Context: an optimization exercise on an open-source flow, tuned for small area. The choices shown serve that exercise and are no tape-out recipe. Only simulation tests tie the RTL to the original design; equivalence was not proved. The clock cells of runs 2 and 3 come from the design's own scripts or RTL, not from TritonCTS. The flow treats the clock pin as an ideal source. Dropping or thinning the clock tree relies on that and would not hold on a real chip. Power is estimated from default activity; no workload was simulated.

==> design.v <==
`timescale 1ns / 1ps
module uart (
    input        clk,
    input        reset,
    input        br_tick,
    input        ph2,
    output       tx,
    output [7:0] rx_data,
    output       rx_done,
    input        rx
);
    localparam R_IDLE = 8'h14, R_START = 8'h78;
    reg [7:0] ps;                           
    wire [7:0] p = ps ^ R_IDLE;
    reg [7:0] rd;
    wire [3:0] pb = p[7:4];
    wire r_wait = ~pb[3] & ~pb[1] & pb[0];    
    assign rx_done = r_wait & ~p[2];
    assign rx_data = rd;
    always @(posedge clk, posedge reset) begin
        if (reset) ps <= 8'd0;
        else if (r_wait) ps <= rx ? 8'd0 : (R_START ^ R_IDLE);
        else if (br_tick) ps <= (p + 8'd1) ^ R_IDLE;
    end
    always @(posedge clk) begin
        if (br_tick & pb[3] & (p[3:0] == 4'hf)) rd <= {rx, rd[7:1]};
    end
    localparam T_IDLE = 8'h11, T_START = 8'h70;
    reg [7:0] qs;                           
    wire [7:0] q = qs ^ T_IDLE;
    reg [7:0] td;
    reg       z;
    wire [3:0] qb = q[7:4];
    wire t_idle = ~qb[3] & ~qb[1] & qb[0] & q[0];
    wire t_load = t_idle & rx_done;
    always @(posedge clk, posedge reset) begin
        if (reset) qs <= 8'd0;
        else if (t_idle) begin
            if (rx_done) qs <= T_START ^ T_IDLE;
        end else if (br_tick) qs <= (q + 8'd1) ^ T_IDLE;
    end
    always @(posedge clk) begin
        if (t_load) begin
            td <= rd;
            z  <= ~rx;
        end
    end
    assign tx = (~qb[3] & qb[1]) ? (ph2 & (q[3:0] == 4'd0)) : qb[3] ? (td[qb[2:0]] & ~z) : 1'b1;
endmodule
`timescale 1ns / 1ps
module top_counter_up_down (
    input        clk,
    input        reset,
    output [3:0] fndCom,
    output [7:0] fndFont,
    output       tx,
    input        rx
);
    wire        br_tick, scan_tick, ph2;
    wire [7:0]  rx_data;
    wire        rx_done;
    wire        en, clear_cmd, mode;
    wire [15:0] bcd;
    tick_gen U_TickGen (
        .clk      (clk),
        .reset    (reset),
        .br_tick  (br_tick),
        .scan_tick(scan_tick),
        .ph2      (ph2)
    );
    uart U_uart (
        .clk    (clk),
        .reset  (reset),
        .br_tick(br_tick),
        .ph2    (ph2),
        .tx     (tx),
        .rx_data(rx_data),
        .rx_done(rx_done),
        .rx     (rx)
    );
    control_unit U_ControlUnit (
        .clk    (clk),
        .reset  (reset),
        .rx_data(rx_data),
        .rx_done(rx_done),
        .en       (en),
        .clear_cmd(clear_cmd),
        .mode     (mode)
    );
    counter_bcd U_Counter (
        .clk  (clk),
        .reset(reset),
        .en       (en),
        .clear_cmd(clear_cmd),
        .mode     (mode),
        .bcd  (bcd)
    );
    fndController U_FndController (
        .clk      (clk),
        .reset    (reset),
        .scan_tick(scan_tick),
        .bcd      (bcd),
        .fndCom   (fndCom),
        .fndFont  (fndFont)
    );
endmodule
module control_unit (
    input            clk,
    input            reset,
    input      [7:0] rx_data,
    input            rx_done,
    output reg       en,
    output           clear_cmd,
    output reg       mode
);
    wire hi   = (rx_data[7:6] == 2'b01);
    wire is_r = hi && (rx_data[4:0] == 5'b10010);
    wire is_c = hi && (rx_data[4:0] == 5'b00011);
    wire is_m = hi && (rx_data[4:0] == 5'b01101);
    assign clear_cmd = rx_done & is_c & ~en;
    always @(posedge clk, posedge reset) begin
        if (reset) begin
            en   <= 1'b0;
            mode <= 1'b0;
        end else begin
            if (rx_done && is_m) mode <= ~mode;
            if (rx_done && is_r) en <= ~en;
        end
    end
endmodule
module counter_bcd (
    input             clk,
    input             reset,
    input             en,
    input             clear_cmd,
    input             mode,
    output reg [15:0] bcd
);
    reg [4:0] ds;                           
    wire [4:0] div = ds ^ 5'd6;
    wire tick  = &div;
    wire clear = ~(div[4] | div[3] | div[1]);    
    always @(posedge clk, posedge reset) begin
        if (reset) begin
            ds <= 5'd0;
        end else if (clear) begin
            ds <= 5'd0;
        end else if (clear_cmd) begin
            ds <= 5'd6;
        end else if (en) begin
            ds <= ((div + 5'd1) | {2'b00, {3{tick}}}) ^ 5'd6;
        end
    end
    wire step = en & tick;
    wire [3:0] t0, t1, t2, t3;
    wire c1, c2, c3, c4;
    bcd_digit_t U_D0 (.d(bcd[3:0]),   .dn(mode), .ci(step), .t(t0), .co(c1));
    bcd_digit_t U_D1 (.d(bcd[7:4]),   .dn(mode), .ci(c1),   .t(t1), .co(c2));
    bcd_digit_t U_D2 (.d(bcd[11:8]),  .dn(mode), .ci(c2),   .t(t2), .co(c3));
    bcd_digit_t U_D3 (.d(bcd[15:12]), .dn(mode), .ci(c3),   .t(t3), .co(c4));
    always @(posedge clk, posedge reset) begin
        if (reset) begin
            bcd <= 16'd0;
        end else if (clear) begin
            bcd <= 16'd0;
        end else begin
            bcd <= bcd ^ {t3, t2, t1, t0};
        end
    end
endmodule
module bcd_digit_t (
    input  [3:0] d,
    input        dn,
    input        ci,
    output [3:0] t,
    output       co
);
    wire [2:0] e = d[2:0] ^ {3{dn}};
    wire term = dn ? ~(d[3] | d[2] | d[1] | d[0]) : (d[3] & d[0]);
    assign co   = ci & term;
    assign t[0] = ci;
    assign t[1] = ci & e[0] & ~term;
    assign t[2] = ci & e[0] & e[1] & ~term;
    assign t[3] = ci & ((e[0] & e[1] & e[2]) | term);
endmodule
`timescale 1ns / 1ps
module tick_gen (
    input  clk,
    input  reset,
    output br_tick,
    output scan_tick,
    output ph2
);
    reg [3:0] c;
    wire c10 = c[3] & c[1];
    always @(posedge clk, posedge reset) begin
        if (reset) c <= 4'd0;
        else if (c10) c <= 4'd1;
        else c <= c + 4'd1;
    end
    assign scan_tick = c10;
    assign br_tick   = c10 | (c[2] & ~c[1] & c[0]);           
    assign ph2       = ~c[3] & c[1] & ~(c[2] ^ c[0]);        
endmodule
module fndController (
    input         clk,
    input         reset,
    input         scan_tick,
    input  [15:0] bcd,
    output [ 3:0] fndCom,
    output [ 7:0] fndFont
);
    reg [1:0] sel;
    always @(posedge clk, posedge reset) begin
        if (reset) sel <= 2'd0;
        else if (scan_tick) sel <= sel + 2'd1;
    end
    wire [3:0] on = 4'b0001 << sel;
    assign fndCom = ~on;
    wire [3:0] dig = ({4{on[0]}} & bcd[3:0]) | ({4{on[1]}} & bcd[7:4]) |
                     ({4{on[2]}} & bcd[11:8]) | ({4{on[3]}} & bcd[15:12]);
    wire w = dig[3], x = dig[2], y = dig[1], z = dig[0];
    wire a_off = (~w & ~x & ~y & z) | (x & ~y & ~z);
    wire b_off = x & (y ^ z);
    wire c_off = ~x & y & ~z;
    wire d_off = a_off | (x & y & z);
    wire e_off = z | (x & ~y);
    wire f_off = (y & z) | (~w & ~x & (y | z));
    wire g_off = (~w & ~x & ~y) | (x & y & z);
    wire ones_lt5 = ~bcd[3] & ~(bcd[2] & (bcd[1] | bcd[0]));
    wire dp = ~((sel == 2'd1) & ones_lt5);
    assign fndFont = {dp, g_off, f_off, e_off, d_off, c_off, b_off, a_off};
endmodule
==> flow/run.sh <==
#!/bin/bash
# Own layout flow: the standard synthesis, then the combinational logic is
# re-mapped for area with a stronger ABC script (flip-flops kept as they are,
# checked by name, type and a combinational equivalence proof), then the standard flow's
# standard layout steps with smaller port buffers and no CTS dummy loads.
set -uo pipefail
W=$(pwd)
F=$W/flow
R=$W/orfs/results/$FLOW_PLATFORM/top_counter_up_down/base
LIB=$FLOW_HOME/platforms/$FLOW_PLATFORM/lib/sky130_fd_sc_hd__tt_025C_1v80.lib
DU=$(sed -n '/DONT_USE_CELLS +=/,/^#/p' $FLOW_HOME/platforms/$FLOW_PLATFORM/config.mk | tr -d '\\' | tr ' ' '\n' | grep '^sky130' | sed 's/^/-dont_use /' | tr '\n' ' ')

bash standard.sh synth > log_std_synth.txt 2>&1 || exit 1
cp $R/1_2_yosys.v $W/std_1_2_yosys.v

remap() { # in out abc_script
  cat > $2.ys <<EOC
read_liberty -ignore_miss_func $LIB
blackbox sky130_fd_sc_hd__df* sky130_fd_sc_hd__edf* sky130_fd_sc_hd__sdf* sky130_fd_sc_hd__dl*
read_verilog $1
hierarchy -top $FLOW_TOP
flatten
rename -hide w:_*
opt -purge
abc -script $3 -liberty $LIB $DU -D 90000
opt_clean -purge
hilomap -singleton -hicell sky130_fd_sc_hd__conb_1 HI -locell sky130_fd_sc_hd__conb_1 LO
tee -q -o $2.stat stat -liberty $LIB
select $FLOW_TOP
write_verilog -selected -noattr -noexpr -nohex -nodec $2
EOC
  yosys -q $2.ys > $2.log 2>&1
}

ffs() { grep -oE 'sky130_fd_sc_hd__(df|edf|sdf|dl)[a-z0-9_]*\s+\S+' $1 | awk '{print $1, $2}' | sort; }

check() { # candidate netlist: same flip-flops, combinationally equivalent
  ffs $W/std_1_2_yosys.v > $1.ffs_std
  ffs $1 > $1.ffs
  cmp -s $1.ffs_std $1.ffs || return 1
  python3 $F/cutff.py $W/std_1_2_yosys.v $1.gold_cut.v || return 1
  python3 $F/cutff.py $1 $1.gate_cut.v || return 1
  cat > $1.eq.ys <<EOC
read_liberty -ignore_miss_func $LIB
read_verilog $1.gold_cut.v
rename $FLOW_TOP gold
read_verilog $1.gate_cut.v
rename $FLOW_TOP gate
miter -equiv -flatten -make_assert gold gate m
hierarchy -top m
sat -verify -prove-asserts m
EOC
  yosys -q $1.eq.ys > $1.eq.log 2>&1
}

# deepsyn with a few seeds in parallel, each followed by an area re-mapping;
# the smallest netlist that passes the checks is used
BEST=$W/std_1_2_yosys.v
for G in "1 2 3 4" "5 6 7 8"; do
  for S in $G; do
    printf 'strash\n&get -n\n&deepsyn -T 30 -S %s\n&put\ndch -f\nmap -a\ntopo\n' $S > $W/deepsyn$S.abc
    ( remap $W/std_1_2_yosys.v $W/remap_s$S.v $W/deepsyn$S.abc && remap $W/remap_s$S.v $W/remap_s${S}_a.v $F/amap.abc ) &
  done
  wait
done
for cand in $(for f in $W/remap_s?.v $W/remap_s?_a.v; do
                [[ -f $f.stat ]] && echo "$(grep -oE 'Chip area for module[^:]*: [0-9.]+' $f.stat | awk '{print $NF}') $f"
              done | sort -n | awk '{print $2}'); do
  if check $cand; then BEST=$cand; break; fi
done
echo "netlist used: $BEST" > log_remap_choice.txt
if [[ $BEST != $W/std_1_2_yosys.v ]]; then
  cp $BEST $R/1_2_yosys.v
  rm -f $R/1_synth.odb $R/1_synth.sdc
fi

export BUFFER_PORTS_ARGS="-buffer_cell sky130_fd_sc_hd__buf_1"
export CTS_ARGS="-sink_clustering_enable -repair_clock_nets -dont_use_dummy_load"
bash standard.sh cts > log_std_cts.txt 2>&1 || exit 1

cp $R/4_cts.odb $W/4_cts_orfs.odb
: > log_recluster.txt
for cfg in "4 sky130_fd_sc_hd__buf_6" "3 sky130_fd_sc_hd__buf_8" "4 sky130_fd_sc_hd__buf_8" "3 sky130_fd_sc_hd__clkbuf_16"; do
  set -- $cfg
  rm -f $W/4_cts_recluster.odb
  echo "== $cfg" >> log_recluster.txt
  PLATFORM_DIR=$FLOW_HOME/platforms/$FLOW_PLATFORM IN_ODB=$W/4_cts_orfs.odb IN_SDC=$R/4_cts.sdc \
    OUT_ODB=$W/4_cts_recluster.odb NCLUST=$1 LEAF_CELL=$2 \
    openroad -no_init -exit $F/recluster.tcl >> log_recluster.txt 2>&1
  slew=$(grep -oE "RECLUSTER: worst clock pin slew [0-9.e-]+" log_recluster.txt | tail -1 | awk '{print $NF}')
  if [[ -f $W/4_cts_recluster.odb && -n "$slew" ]] && python3 -c "import sys; sys.exit(0 if float('$slew') < 0.112 else 1)"; then
    cp $W/4_cts_recluster.odb $R/4_cts.odb
    echo "recluster used: $cfg, slew $slew" >> log_remap_choice.txt
    break
  fi
  echo "recluster $cfg not used ($slew)" >> log_remap_choice.txt
done

bash standard.sh finish > log_std_finish.txt 2>&1
==> flow/amap.abc <==
strash
dch -f
amap
topo
==> flow/cutff.py <==
import re,sys
# cutff.py IN OUT: replace flip-flop instances by ports (Q -> input, other pins -> outputs)
v=open(sys.argv[1]).read()
ports=[];decl=[];assigns=[]
def repl(m):
    typ,name,body=m.group(1),m.group(2),m.group(3)
    key=re.sub(r'[^A-Za-z0-9_]','_',name.strip().lstrip('\\'))
    for p,n in re.findall(r'\.(\w+)\(([^()]*)\)',body):
        n=n.strip()
        if p=='CLK': continue
        pn=f'ff_{key}_{p}'
        ports.append(pn)
        if p in('Q','Q_N'):
            decl.append(f'  input {pn};'); assigns.append(f'  assign {n} = {pn} ;')
        else:
            decl.append(f'  output {pn};'); assigns.append(f'  assign {pn} = {n} ;')
    return ''
v=re.sub(r'(sky130_fd_sc_hd__(?:df|edf|sdf)\w*)\s+(\\\S+\s|\S+)\s*\((.*?)\);',repl,v,flags=re.S)
m=re.search(r'module\s+(\w+)\s*\(',v)
v=v[:m.end()]+', '.join(ports)+', '+v[m.end():]
i=v.index(';',m.end())+1
v=v[:i]+'\n'+'\n'.join(decl)+'\n'+v[i:]
j=v.rindex('endmodule')
v=v[:j]+'\n'.join(assigns)+'\n'+v[j:]
open(sys.argv[2],'w').write(v)
==> flow/recluster.tcl <==
# Rebuild the clock distribution as K buffers fed by the clock port, each
# driving one cluster of clock sinks (k-means on sink locations).
set P $::env(PLATFORM_DIR)
read_lef $P/lef/sky130_fd_sc_hd.tlef
read_lef $P/lef/sky130_fd_sc_hd_merged.lef
read_liberty $P/lib/sky130_fd_sc_hd__tt_025C_1v80.lib
read_db $::env(IN_ODB)
read_sdc $::env(IN_SDC)
source $P/setRC.tcl
set K $::env(NCLUST)
set BUF $::env(LEAF_CELL)
set block [ord::get_db_block]
set clknet [$block findNet clk]
# collect the clock buffers (driven from clk, transitively) and the sinks
set bufs {}
set sinks {}
set front [list $clknet]
while {[llength $front]} {
  set n [lindex $front 0]; set front [lrange $front 1 end]
  foreach it [$n getITerms] {
    if {[$it isOutputSignal]} continue
    set inst [$it getInst]
    set m [[$inst getMaster] getName]
    if {[string match sky130_fd_sc_hd__clkbuf_* $m] || [string match sky130_fd_sc_hd__buf_* $m]} {
      lappend bufs $inst
      lappend front [[$inst findITerm X] getNet]
    } else {
      lappend sinks $it
    }
  }
}
puts "RECLUSTER: [llength $bufs] buffers, [llength $sinks] sinks"
# remove the old buffers and their nets
foreach it $sinks { $it disconnect }
foreach b $bufs {
  set on [[$b findITerm X] getNet]
  foreach it [$b getITerms] { if {[$it getNet] != "NULL"} { $it disconnect } }
  odb::dbInst_destroy $b
  if {$on != $clknet} { catch { odb::dbNet_destroy $on } }
}
# k-means on sink locations
set xs {}; set ys {}
foreach it $sinks { set bb [[$it getInst] getBBox]; lappend xs [expr {([$bb xMin]+[$bb xMax])/2.0}]; lappend ys [expr {([$bb yMin]+[$bb yMax])/2.0}] }
set n [llength $sinks]
set cx {}; set cy {}
set idx [lsort -real -indices $xs]
for {set k 0} {$k < $K} {incr k} { set j [lindex $idx [expr {int(($k+0.5)*$n/$K)}]]; lappend cx [lindex $xs $j]; lappend cy [lindex $ys $j] }
set cap [expr {int(ceil(double($n)/$K))}]
for {set iter 0} {$iter < 30} {incr iter} {
  # balanced assignment: nearest free centre, closest pairs first
  set pairs {}
  for {set i 0} {$i < $n} {incr i} {
    for {set k 0} {$k < $K} {incr k} {
      set dx [expr {[lindex $xs $i]-[lindex $cx $k]}]; set dy [expr {[lindex $ys $i]-[lindex $cy $k]}]
      lappend pairs [list [expr {$dx*$dx+$dy*$dy}] $i $k]
    }
  }
  set asg [lrepeat $n -1]; set cnt [lrepeat $K 0]
  foreach pr [lsort -real -index 0 $pairs] {
    lassign $pr d i k
    if {[lindex $asg $i] >= 0 || [lindex $cnt $k] >= $cap} continue
    lset asg $i $k; lset cnt $k [expr {[lindex $cnt $k]+1}]
  }
  for {set k 0} {$k < $K} {incr k} { set sx 0; set sy 0; set c 0
    for {set i 0} {$i < $n} {incr i} { if {[lindex $asg $i]==$k} { set sx [expr {$sx+[lindex $xs $i]}]; set sy [expr {$sy+[lindex $ys $i]}]; incr c } }
    if {$c} { lset cx $k [expr {$sx/$c}]; lset cy $k [expr {$sy/$c}] } }
}
set master [[ord::get_db] findMaster $BUF]
for {set k 0} {$k < $K} {incr k} {
  set b [odb::dbInst_create $block $master "clkbuf_leaf_$k"]
  set net [odb::dbNet_create $block "clknet_leaf_$k"]
  $net setSigType CLOCK
  [$b findITerm A] connect $clknet
  [$b findITerm X] connect $net
  $b setLocation [expr {int([lindex $cx $k])}] [expr {int([lindex $cy $k])}]
  $b setPlacementStatus PLACED
  set c 0
  for {set i 0} {$i < $n} {incr i} { if {[lindex $asg $i]==$k} { [lindex $sinks $i] connect $net; incr c } }
  puts "RECLUSTER: buffer $k drives $c sinks"
}
detailed_placement
check_placement
set_propagated_clock [all_clocks]
estimate_parasitics -placement
set worst 0
foreach pin [get_pins */CLK] { set s [get_property $pin slew_max]; if {$s > $worst} {set worst $s} }
puts "RECLUSTER: worst clock pin slew $worst"
report_worst_slack -max
report_worst_slack -min
write_db $::env(OUT_ODB)
==> standard.sh <==
#!/bin/bash
# synth_recipe.tcl (not shown) runs the flow's synth.tcl, then flattens the netlist and writes it again
# the make line also repeats each setting of config.mk as NAME=value (left out here)
make -C /OpenROAD-flow-scripts/flow DESIGN_CONFIG=/design/flow/config.mk WORK_HOME=/design/flow/orfs CLKGATE_MAP_FILE= SYNTH_SCRIPT=/design/flow/synth_recipe.tcl "${@:-finish}"
==> config.mk <==
export PLATFORM = sky130hd
export DESIGN_NAME = top_counter_up_down
export DESIGN_NICKNAME = top_counter_up_down
export VERILOG_FILES = /design/flow/design.v
export SDC_FILE = /design/flow/constraint.sdc
export NUM_CORES = 4
export LEC_CHECK = 0
export ABC_AREA = 1
export CAP_MARGIN = 0
export CELL_PAD_IN_SITES_DETAIL_PLACEMENT = 0
export CELL_PAD_IN_SITES_GLOBAL_PLACEMENT = 0
export CORE_MARGIN = 2
export CORE_UTILIZATION = 85
export GPL_TIMING_DRIVEN = 0
export SLEW_MARGIN = 0
==> constraint.sdc <==
create_clock -name core_clock -period 90.0 [get_ports {clk}]
set_input_delay 18.0000 -clock core_clock [delete_from_list [all_inputs] [get_ports {clk}]]
set_output_delay 18.0000 -clock core_clock [all_outputs]
set_load 0.01 [all_outputs]
==> metrics.md, run 1 <==
| Metric | Value |
|---|---|
| Synthesized net count | 306 |
| Fail Step | global placement without I/O (3_1_place_gp_skip_io) |
| Stop Error | [ERROR GPL-0301] Utilization 102.099 % exceeds 100%. |
| Die Ht | 61.8 um |
| Row count | 20 |
| Mapped cell area | 2840 um^2 |
| Die Wd | 61.8 um |
| Starting Density | 91.4% |
| Avg Cell Area, Syn | 9.36 um^2 |
| Synth warn | 5 |
| Status | stopped before the end |
| Post-Syn Instances | 303 |
==> run 2, diff against run 1 <==
--- a/config.mk
+++ b/config.mk
@@ -11,5 +11,5 @@
 export CELL_PAD_IN_SITES_GLOBAL_PLACEMENT = 0
 export CORE_MARGIN = 2
-export CORE_UTILIZATION = 85
+export CORE_UTILIZATION = 80
 export GPL_TIMING_DRIVEN = 0
 export SLEW_MARGIN = 0
==> metrics.md, run 2 <==
| Metric | Value |
|---|---|
| Status | timing/DRC/antenna clean (was stopped before the end) |
| Maximum vdd drop | 0.0171 mV |
| Congestion Overflow GR | 0 |
| Gpl congestion | 0.889 |
| ANT cells | 0 |
| Starting Density | 84.3% (was 91.4%) |
| Clock Latency Late Sink | 0.14 ns |
| Routed via count | 2478 |
| Data arrival, critical path | 2.65 ns |
| Worst slew pin tran | 1.17 ns |
| # clock sinks | 62 |
| Most common cell after layout, fill and taps aside | dfrtp_1 |
| Leakage | 1.14 nW |
| Final core utilization | 89.1% |
| Max cap viols | 0 |
| Clk slew on worst S/H paths | 0.11 ns |
| Worst path cell trace | clkinv_1 > nand2_1 > o22ai_1 > a311oi_1 > nor2b_1 > a21oi_1 > a21oi_1 > o21ai_0 > clkinv_1 > buf_1 |
| Initial antenna violation count | 0 |
| FILL cells | 162 |
| Post-Syn Instances | 303 (unchanged) |
| DP Area | 2950 um^2 |
| Worst path required time | 72.00 ns |
| Number of I/O pins | 16 |
| HPWL Detailed | 4530 um |
| PD cells | 16.1 nW/um^2 |
| Commonest cells after routing, fill and taps aside | dfrtp_1, clkinv_1, nor2_1 |
| Vias in the first global route | 2392 |
| Number of setup buffers added after CTS | 0 |
| FF+latch area | 1640 um^2 |
| Hold depth | 0 |
| Cts hold-fix bufs | 0 |
| Vias per std cell | 6.73 |
| Hold Fails Final Rpt | 0 |
| Setup TNS | 0 ns |
| Period utilisation layout | 22.9% |
| Setup crit end kind | output port |
| Max stage delay on crit path | 0.55 ns |
| Synthesized net count | 306 (unchanged) |
| Max reg flops | 16 |
| Slew headroom | 21.4% |
| Setup Skew | 0.0157 ns |
| WS Path Type | flop to output port |
| Layout cell share with drive strength beyond 1 | 1.55% |
| Biggest register | U_Counter.bcd |
| Final min period | 20.65 ns |
| Antenna Nets Post-Route | 0 |
| RSZ-0062 raised after global routing | false |
| DIE AREA | 4040 um^2 |
| CP max FO | 7 |
| Worst Reg-to-Reg Cells | 15 |
| Mapped cell area | 2840 um^2 (unchanged) |
| Die Ht | 63.5 um (was 61.8 um) |
| Largest net degree at the start of global routing | 46 |
| Flop-to-flop setup slack | 86.02 ns |
| First-pass DRT Iterations | 7 |
| Post_cts resized | 0 |
| # DRC | 0 |
| Area growth syn-to-layout | 5.65% |
| Final-stage net count | 327 |
| First-pass GRT wire length | 10700 um |
| Row count | 21 (was 20) |
| Die Wd | 63.5 um (was 61.8 um) |
| Post-route cell area | 3000 um^2 |
| IO buf count | 15 |
| Final Max Tran Viols | 0 |
| Area of the multi-input gates | 1030 um^2 |
| Crit-path slowest cell | a311oi_1 |
| Synth warn | 5 (unchanged) |
| Core Box Area | 3360 um^2 |
| Drt wl/cell | 17.5 um |
| Gr usage total | 34.3% |
| WL final | 6460 um |
| Avg Cell Area, Syn | 9.36 um^2 (unchanged) |
| Crit path launch type | flop |
| Hold WC Path Type | flop to flop |
| FMAX | 48.4 MHz |
| Final setup fails | 0 |
| Initial DRC Count | 360 |
## run 2: critical path: cells and delay by family, from the launching register on
| family | cells | cell delay (ns) |
|---|---|---|
| buffers and inverters | 3 | 0.39 |
| flip-flops | 1 | 0.46 |
| AND/OR/NAND/NOR | 2 | 0.43 |
| AO/OA/AOI/OAI | 5 | 1.23 |
## run 2: metrics by stage
step	hold slack, ns	instances	setup slack (ns)	total power [mW]
floorplan	0.421	303	70.08	0.0363
global placement	0.438	364	69.95	0.0375
detailed placement	0.459	364	69.77	0.0379
CTS	0.472	373	69.22	0.0507
global route	0.499	368	69.14	0.0497
finish	0.464	368	69.35	0.0481
## run 2: where the power goes
part,internal (mW),switching (mW),total [mW]
registers,0.0306,0.00152,0.0321
clock network,0.00359,0.00680,0.0104
logic,0.00182,0.00381,0.00563
## run 2: area by class of cell
| type | count | share of cell area (%) |
|---|---|---|
| flip-flops and latches | 62 | 54.6 |
| plain buffers | 4 | 1.50 |
| inverters | 45 | 5.68 |
| well taps | 46 | 1.92 |
| multi-input cells | 196 | 34.4 |
| repair buffers | 15 | 1.88 |
## run 2: worst paths after layout
kind / endpoint / start
setup / recovery: fndFont[3] / U_FndController.sel[1]$_DFFE_PP0P_
hold / removal: U_uart.td[5]$_DFFE_PP_ / U_uart.rd[5]$_DFFE_PP_
setup reg to reg: U_Counter.bcd[15]$_DFF_PP0_ / U_ControlUnit.en$_DFFE_PP0P_
hold reg to reg: U_uart.td[5]$_DFFE_PP_ / U_uart.rd[5]$_DFFE_PP_
max in group asynchronous: U_Counter.ds[4]$_DFFE_PP0P_ / reset
min in group asynchronous: U_Counter.bcd[7]$_DFF_PP0_ / reset
## run 2: routing by layer
| layer | vias up | wire length (um) | GRT usage [%] |
|---|---|---|---|
| li1 | 1119 | - | - |
| met5 | - | 0 | 0 |
| met3 | 41 | 500 | 6.25 |
| met2 | 164 | 3180 | 58.8 |
| met4 | 0 | 276 | 13.9 |
| met1 | 1154 | 2500 | 43.1 |
==> run 3, diff against run 2 <==
--- a/flow/run.sh
+++ b/flow/run.sh
@@ -89,5 +89,5 @@
     openroad -no_init -exit $F/recluster.tcl >> log_recluster.txt 2>&1
   slew=$(grep -oE "RECLUSTER: worst clock pin slew [0-9.e-]+" log_recluster.txt | tail -1 | awk '{print $NF}')
-  if [[ -f $W/4_cts_recluster.odb && -n "$slew" ]] && python3 -c "import sys; sys.exit(0 if float('$slew') < 0.112 else 1)"; then
+  if [[ -f $W/4_cts_recluster.odb && -n "$slew" ]] && python3 -c "import sys; sys.exit(0 if float('$slew') < 0.108 else 1)"; then
     cp $W/4_cts_recluster.odb $R/4_cts.odb
     echo "recluster used: $cfg, slew $slew" >> log_remap_choice.txt
--- a/config.mk
+++ b/config.mk
@@ -8,8 +8,6 @@
 export ABC_AREA = 1
 export CAP_MARGIN = 0
-export CELL_PAD_IN_SITES_DETAIL_PLACEMENT = 0
-export CELL_PAD_IN_SITES_GLOBAL_PLACEMENT = 0
 export CORE_MARGIN = 2
-export CORE_UTILIZATION = 80
+export CORE_UTILIZATION = 75
 export GPL_TIMING_DRIVEN = 0
 export SLEW_MARGIN = 0
==> metrics.md, run 3 <==
| Metric | Value |
|---|---|
| Status | timing/DRC/antenna clean (unchanged) |
| Post_cts resized | 0 (unchanged) |
| Final Max Tran Viols | 0 (unchanged) |
| Post-Syn Instances | 303 (unchanged) |
| Crit path launch type | flop (unchanged) |
| Avg Cell Area, Syn | 9.36 um^2 (unchanged) |
| Synthesized net count | 306 (unchanged) |
| Die Ht | 65.5 um (was 63.5 um) |
| Drt wl/cell | 14.7 um (was 17.5 um) |
| FMAX | 49.1 MHz (was 48.4 MHz) |
| Gr usage total | 29.0% (was 34.3%) |
| Starting Density | 77.4% (was 84.3%) |
| Mapped cell area | 2840 um^2 (unchanged) |
| Cts hold-fix bufs | 0 (unchanged) |
| Congestion Overflow GR | 0 (unchanged) |
| Final-stage net count | 327 (unchanged) |
| WL final | 5460 um (was 6460 um) |
| Most common cell after layout, fill and taps aside | dfrtp_1 (unchanged) |
| Initial antenna violation count | 0 (unchanged) |
| Final setup fails | 0 (unchanged) |
| WHS Endpoint | U_uart.rd[4]$_DFFE_PP_ (was U_uart.td[5]$_DFFE_PP_) |
| Synth warn | 5 (unchanged) |
| FF-to-FF End | U_Counter.bcd[15]$_DFF_PP0_ (unchanged) |
| Hold WC Path Type | flop to flop (unchanged) |
| Most frequent cell on the critical path | a21oi_1 |
| RSZ-0062 raised after global routing | false (unchanged) |
| Largest net degree at the start of global routing | 46 (unchanged) |
| Placed Cells | 366 (was 364) |
| Post-Layout Cell Count | 370 (was 368) |
| Slew headroom | 25.8% (was 21.4%) |
| Setup Skew | 0.0131 ns (was 0.0157 ns) |
| ANT cells | 0 (unchanged) |
| Final min period | 20.37 ns (was 20.65 ns) |
| Hold depth | 0 (unchanged) |
| Hold Startpoint | U_uart.rd[5]$_DFFE_PP_ (unchanged) |
| Layout cell share with drive strength beyond 1 | 1.55% (unchanged) |
| IO buf count | 15 (unchanged) |
| First-pass GRT wire length | 9360 um (was 10700 um) |
| Area growth syn-to-layout | 6.27% (was 5.65%) |
| Flop-to-flop setup slack | 86.23 ns (was 86.02 ns) |
| Period utilisation layout | 22.6% (was 22.9%) |
| Max reg flops | 16 (unchanged) |
| Maximum vdd drop | 0.0127 mV (was 0.0171 mV) |
| Die Wd | 65.5 um (was 63.5 um) |
| Antenna Nets Post-Route | 0 (unchanged) |
| Routed via count | 2252 (was 2478) |
| Max cap viols | 0 (unchanged) |
| HPWL Detailed | 3850 um (was 4530 um) |
| Number of I/O pins | 16 (unchanged) |
| Biggest register | U_Counter.bcd (unchanged) |
| Number of setup buffers added after CTS | 0 (unchanged) |
| First-pass DRT Iterations | 5 (was 7) |
| Setup crit end kind | output port (unchanged) |
| Hold Fails Final Rpt | 0 (unchanged) |
| # DRC | 0 (unchanged) |
| Setup TNS | 0 ns (unchanged) |
| Data arrival, critical path | 2.37 ns (was 2.65 ns) |
| Leakage | 1.15 nW (was 1.14 nW) |
| # clock sinks | 62 (unchanged) |
| Clk slew on worst S/H paths | 0.09 ns (was 0.11 ns) |
| Commonest cells after routing, fill and taps aside | dfrtp_1, clkinv_1, nor2_1 (unchanged) |
| Worst slew pin tran | 1.10 ns (was 1.17 ns) |
| Worst Reg-to-Reg Cells | 15 (unchanged) |
| Crit-path slowest cell | dfrtp_1 (was a311oi_1) |
| DIE AREA | 4290 um^2 (was 4040 um^2) |
| Row count | 22 (was 21) |
| FILL cells | 205 (was 162) |
| Max stage delay on crit path | 0.44 ns (was 0.55 ns) |
| Vias per std cell | 6.09 (was 6.73) |
| Core Box Area | 3660 um^2 (was 3360 um^2) |
| Worst path required time | 72.00 ns (about the same) |
| Worst path cell trace | clkinv_1 > nand2_1 > o22ai_1 > a311oi_1 > nor2b_1 > a21oi_1 > a21oi_1 > o21ai_0 > nor2_1 > buf_1 (was clkinv_1 > nand2_1 > o22ai_1 > a311oi_1 > nor2b_1 > a21oi_1 > a21oi_1 > o21ai_0 > clkinv_1 > buf_1) |
| PD cells | 16.2 nW/um^2 (was 16.1 nW/um^2) |
| WS Path Type | flop to output port (unchanged) |
| RR Startpoint | U_ControlUnit.en$_DFFE_PP0P_ (unchanged) |
| Initial DRC Count | 242 (was 360) |
| Vias in the first global route | 2159 (was 2392) |
| Gpl congestion | 0.862 (was 0.889) |
| CP max FO | 7 (unchanged) |
| Clock Latency Late Sink | 0.12 ns (was 0.14 ns) |
run 3: stage by stage:
stage | instance area, um^2 | setup WS, ns | hold WS [ns] | power [mW] | utilization [%]
floorplan | 2840 | 70.08 | 0.421 | 0.0363 | -
global placement | 2950 | 69.94 | 0.434 | 0.0375 | 80.6
detailed placement | 2950 | 69.90 | 0.436 | 0.0377 | 80.7
CTS | 3080 | 69.50 | 0.465 | 0.0550 | 84.0
global route | 3010 | 69.41 | 0.497 | 0.0510 | 82.3
finish | 3010 | 69.63 | 0.466 | 0.0489 | 82.3
run 3: area by class of cell:
type	instances	area, um^2	area share (%)
Sequential cell	62	1640	54.3
Multi-Input combinational cell	196	1030	34.2
Inverter	45	170	5.65
Buffer	4	60.1	1.99
Tap cell	48	60.1	1.99
Timing Repair Buffer	15	56.3	1.87
run 3: per-layer routing:
layer  GRT usage [%]  routed length [um]  vias to the layer above  share of wire, %
li1                -                   -                     1117                 -
met1            38.7                2520                     1054                46
met2            49.0                2630                       77                48
met3            7.02                 261                        4               4.8
met4            6.25                  38                        0              0.70
met5               0                   0                        -                 0
run 3: worst max path at each step:
stage | startpoint | endpoint | slack, ns
finish | U_FndController.sel[1]$_DFFE_PP0P_ | fndFont[0] | 69.63
global route | U_FndController.sel[1]$_DFFE_PP0P_ | fndFont[3] | 69.41
CTS | U_FndController.sel[1]$_DFFE_PP0P_ | fndFont[3] | 69.50
detailed placement | U_FndController.sel[1]$_DFFE_PP0P_ | fndFont[3] | 69.90
global placement | U_FndController.sel[1]$_DFFE_PP0P_ | fndFont[3] | 69.94
floorplan | U_FndController.sel[1]$_DFFE_PP0P_ | fndFont[0] | 70.08
run 3: where the power goes:
part | internal [mW] | switching (mW) | total (mW)
logic | 0.00181 | 0.00339 | 0.00520
clock network | 0.00506 | 0.00664 | 0.0117
registers | 0.0306 | 0.00142 | 0.0320
run 3: worst max-delay path, delay by kind of cell, from the launching register on:
kind / cells / cell delay, ns
buffers and inverters: 2 / 0.32
flip-flops: 1 / 0.44
AO/OA/AOI/OAI: 5 / 1.03
AND/OR/NAND/NOR: 3 / 0.45

-- re-timing with driven ports --
Ports are ideal in the flow. The routed layouts listed here were re-timed in OpenROAD. Step 1 sets driving cells, clkbuf_16 on the clock port and buf_2 on the other inputs (assumed; they add their load-dependent delay and slew). Step 2 moves the port delays by t, midway between the first and last clock arrival at a register: inputs arrive t later, outputs are due t later. That takes back most of the time a late clock gives input paths. a / b / c = ideal ports / drivers / drivers and shift; a / b = the first two.
run	t (ns)	slack for setup (ns)	worst setup path after step 2	worst data-port slew with drivers (ns)
run 2	0.185	69.348 / 69.291 / 69.476	register to output	0.03
run 3	0.185	69.631 / 69.563 / 69.748	register to output	0.03
After both steps every run listed still meets setup and hold.
